This design comes from an exercise in tuning for small area on the open sky130 flow, not from production work.
The RTL was checked by simulation tests, not by an equivalence proof against the original design.
Power and IR drop assume default switching activity.

job 7661:
==> flow/design.v (excerpt) <==
module stg_game(
	clk,
	rst,
	tick_1ms,
	btnstate,
	switch,
	planex,
	planey,
	mybx,
	myby,
	bossx,
	bossy,
	enmx1,
	enmy1,
	enmx2,
	enmy2,
	enmx3,
	enmy3,
	enmx4,
	enmy4,
	bigbulletx1,
	bigbullety1,
	bigbulletx2,
	bigbullety2,
	bulletx1,
	bullety1,
	bulletx2,
	bullety2,
	bulletx3,
	bullety3,
	bulletx4,
	bullety4,
	bulletx5,
	bullety5,
	bulletx6,
	bullety6,
	bulletx7,
	bullety7,
	bulletx8,
	bullety8,
	bulletx9,
	bullety9,
	bulletx10,
	bullety10,
	bulletx11,
	bullety11,
	bulletx12,
	bullety12,
	life,
	boss,
	enma1,
	enma2,
	enma3,
	enma4,
	gameclear
	);
Size in the first run: ~2900 cells after synthesis, about 420 flip-flops, ~0.026 mm2 of cells after synthesis.
clock: 10.0 ns
lec_check: 0
cap_margin: 20
core_margin: 2
core_utilization: 40
place_density: 0.6
slew_margin: 20
standard.sh (not shown) runs the stock make flow with config.mk's settings and CLKGATE_MAP_FILE= SYNTH_SCRIPT=/design/flow/synth_recipe.tcl, a recipe that flattens the netlist after the stock synthesis.
==> flow/flow/run.sh <==
#!/bin/bash
cp standard.sh standard_sh_copy.txt
export BUFFER_PORTS_ARGS="-buffer_cell sky130_fd_sc_hd__buf_1"
export CTS_ARGS="-sink_clustering_enable -repair_clock_nets -dont_use_dummy_load -sink_clustering_size 30 -sink_clustering_max_diameter 100 -buf_list sky130_fd_sc_hd__clkbuf_16"
bash standard.sh > standard.log 2>&1
diff inputs: job 7661 => job 2742
==> flow/flow/run.sh <==
#!/bin/bash
# The standard layout (standard.sh) with three changes:
#  - synthesis is synth_recipe.tcl unchanged except that the final abc call
#    maps with an area-oriented script (flow/area.abc);
#  - port buffers are sky130_fd_sc_hd__buf_1;
#  - the clock tree uses larger sink clusters and no dummy loads.
set -euo pipefail
W=$(pwd)
{
  echo "proc abc {args} { set i [lsearch \$args -script]; if {\$i >= 0} { lset args [expr {\$i+1}] $W/flow/area.abc }; yosys abc {*}\$args }"
  cat synth_recipe.tcl
} > area_synth.tcl
sed -e "s#SYNTH_SCRIPT=[^ ]*#SYNTH_SCRIPT=$W/area_synth.tcl#" standard.sh > area_standard.sh
export BUFFER_PORTS_ARGS="-buffer_cell sky130_fd_sc_hd__buf_1"
export SYNTH_INSBUF=0
export CTS_ARGS="-sink_clustering_enable -repair_clock_nets -dont_use_dummy_load -sink_clustering_size 16 -sink_clustering_max_diameter 80 -buf_list sky130_fd_sc_hd__clkbuf_8"
bash area_standard.sh > area_standard.log 2>&1
==> flow/flow/area.abc (new file) <==
strash
ifraig
scorr
dc2
dc2
strash
dch -f
amap -F 3 -A 10
topo
-- flow/config.mk --
<<< job 7661, line 9
export CORE_MARGIN = 2
export CORE_UTILIZATION = 40
export PLACE_DENSITY = 0.6
export SLEW_MARGIN = 20
>>> job 2742, line 9
export CORE_MARGIN = 2
export CORE_UTILIZATION = 40
export GPL_TIMING_DRIVEN = 0
export PLACE_DENSITY = 0.6
export SLEW_MARGIN = 20
Notes after the runs:
Compared to job 7661, job 2742 has area fraction in compound gates after synthesis 5.3 points higher.
Summary of the comparison: worst setup slack for register-to-register paths is lower in job 2742, relative to job 7661.
NOTE: worst path setup slack after routing in job 2742 falls short of that of job 7661
Compared with job 7661, job 2742 shows a global-route usage that is 2.5 points higher.
What job 9434 does differently from job 2742 at the input level:
-- flow/config.mk --
<<< job 2742, line 8
export CAP_MARGIN = 20
export CORE_MARGIN = 2
export CORE_UTILIZATION = 40
export GPL_TIMING_DRIVEN = 0
export PLACE_DENSITY = 0.6
export SLEW_MARGIN = 20
>>> job 9434, line 8
export CAP_MARGIN = 20
export CORE_MARGIN = 2
export CORE_UTILIZATION = 55
export PLACE_DENSITY = 0.7
export SLEW_MARGIN = 20
### Flow results
- | arrival time at the worst endpoint | higher: job 2742 |
- Changes observed in job 9434 relative to job 2742: fmax went up; number of standard-cell rows in the floorplan down 14.
- Changes observed in job 9434 relative to job 2742: net switching power of the design -3.3%; total length of routed wires -4.3%; detailed-routing iteration count for the pre-antenna-repair pass -9.
The inputs of job 136 differ from those of job 9434 as listed below.
-- flow/flow/run.sh --
<<< job 9434, line 14
export BUFFER_PORTS_ARGS="-buffer_cell sky130_fd_sc_hd__buf_1"
export SYNTH_INSBUF=0
export CTS_ARGS="-sink_clustering_enable -repair_clock_nets -dont_use_dummy_load -sink_clustering_size 16 -sink_clustering_max_diameter 80 -buf_list sky130_fd_sc_hd__clkbuf_8"
bash area_standard.sh > area_standard.log 2>&1
>>> job 136, line 14
export BUFFER_PORTS_ARGS="-buffer_cell sky130_fd_sc_hd__buf_1"
export SYNTH_INSBUF=0
export CTS_ARGS="-sink_clustering_enable -repair_clock_nets -dont_use_dummy_load -sink_clustering_size 22 -sink_clustering_max_diameter 70 -buf_list sky130_fd_sc_hd__clkbuf_8"
bash area_standard.sh > area_standard.log 2>&1
-- flow/config.mk --
<<< job 9434, line 8
export CAP_MARGIN = 20
export CORE_MARGIN = 2
export CORE_UTILIZATION = 55
export PLACE_DENSITY = 0.7
export SLEW_MARGIN = 20
>>> job 136, line 8
export CAP_MARGIN = 20
export CORE_MARGIN = 2
export CORE_UTILIZATION = 40
export PLACE_DENSITY = 0.6
export SLEW_MARGIN = 20
--- outcome ---
When the final numbers for job 136 and job 9434 were put side by side, the switching power of the nets turned out to be greater in job 136. In the final reports, the cell area of job 136 is larger than that of job 9434. Diff job 9434..job 136 | synthesized flop and latch total | unchanged. Via count of the first global-routing pass delta (job 9434 -> job 136): insignificant. Relative to job 9434, job 136 degrades worst hold margin. Between job 9434 and job 136, the flow reports power increasing slightly. The static leakage on job 9434 is in line with that on job 136. Worst path setup slack after routing sits higher in job 136 than in job 9434.

==> port drivers added, routing unchanged <==
In the flow no input, the clock included, has a driving cell. The finished layouts below were timed again as built, in two steps. Step 1 sets driving cells, clkbuf_16 on the clock port and buf_2 on the other inputs (assumed; they add their load-dependent delay and slew). Step 2 adds t to the input delays and takes it off the output delays; t is the mean of the earliest and latest rising clock arrival at the registers after step 1. Input paths then give back, and output paths get back, about the clock's delay inside the block. Slacks: ideal / step 1 / step 2; pairs: ideal / step 1.
| run | t, ns | setup WS [ns] | hold slack, ns | pins driven straight from the clock port |
|---|---|---|---|---|
| job 7661 | 0.639 | 2.680 / 2.680 / 2.680 | 0.468 / 0.468 / 0.468 | 1 |
| job 2742 | 0.684 | 1.608 / 1.608 / 1.608 | 0.446 / 0.446 / 0.446 | 1 |
| job 9434 | 0.682 | 2.571 / 2.571 / 2.571 | 0.476 / 0.476 / 0.476 | 1 |
| job 136 | 0.685 | 2.619 / 2.619 / 2.619 | 0.462 / 0.462 / 0.462 | 1 |
After both steps every run listed still meets setup and hold.
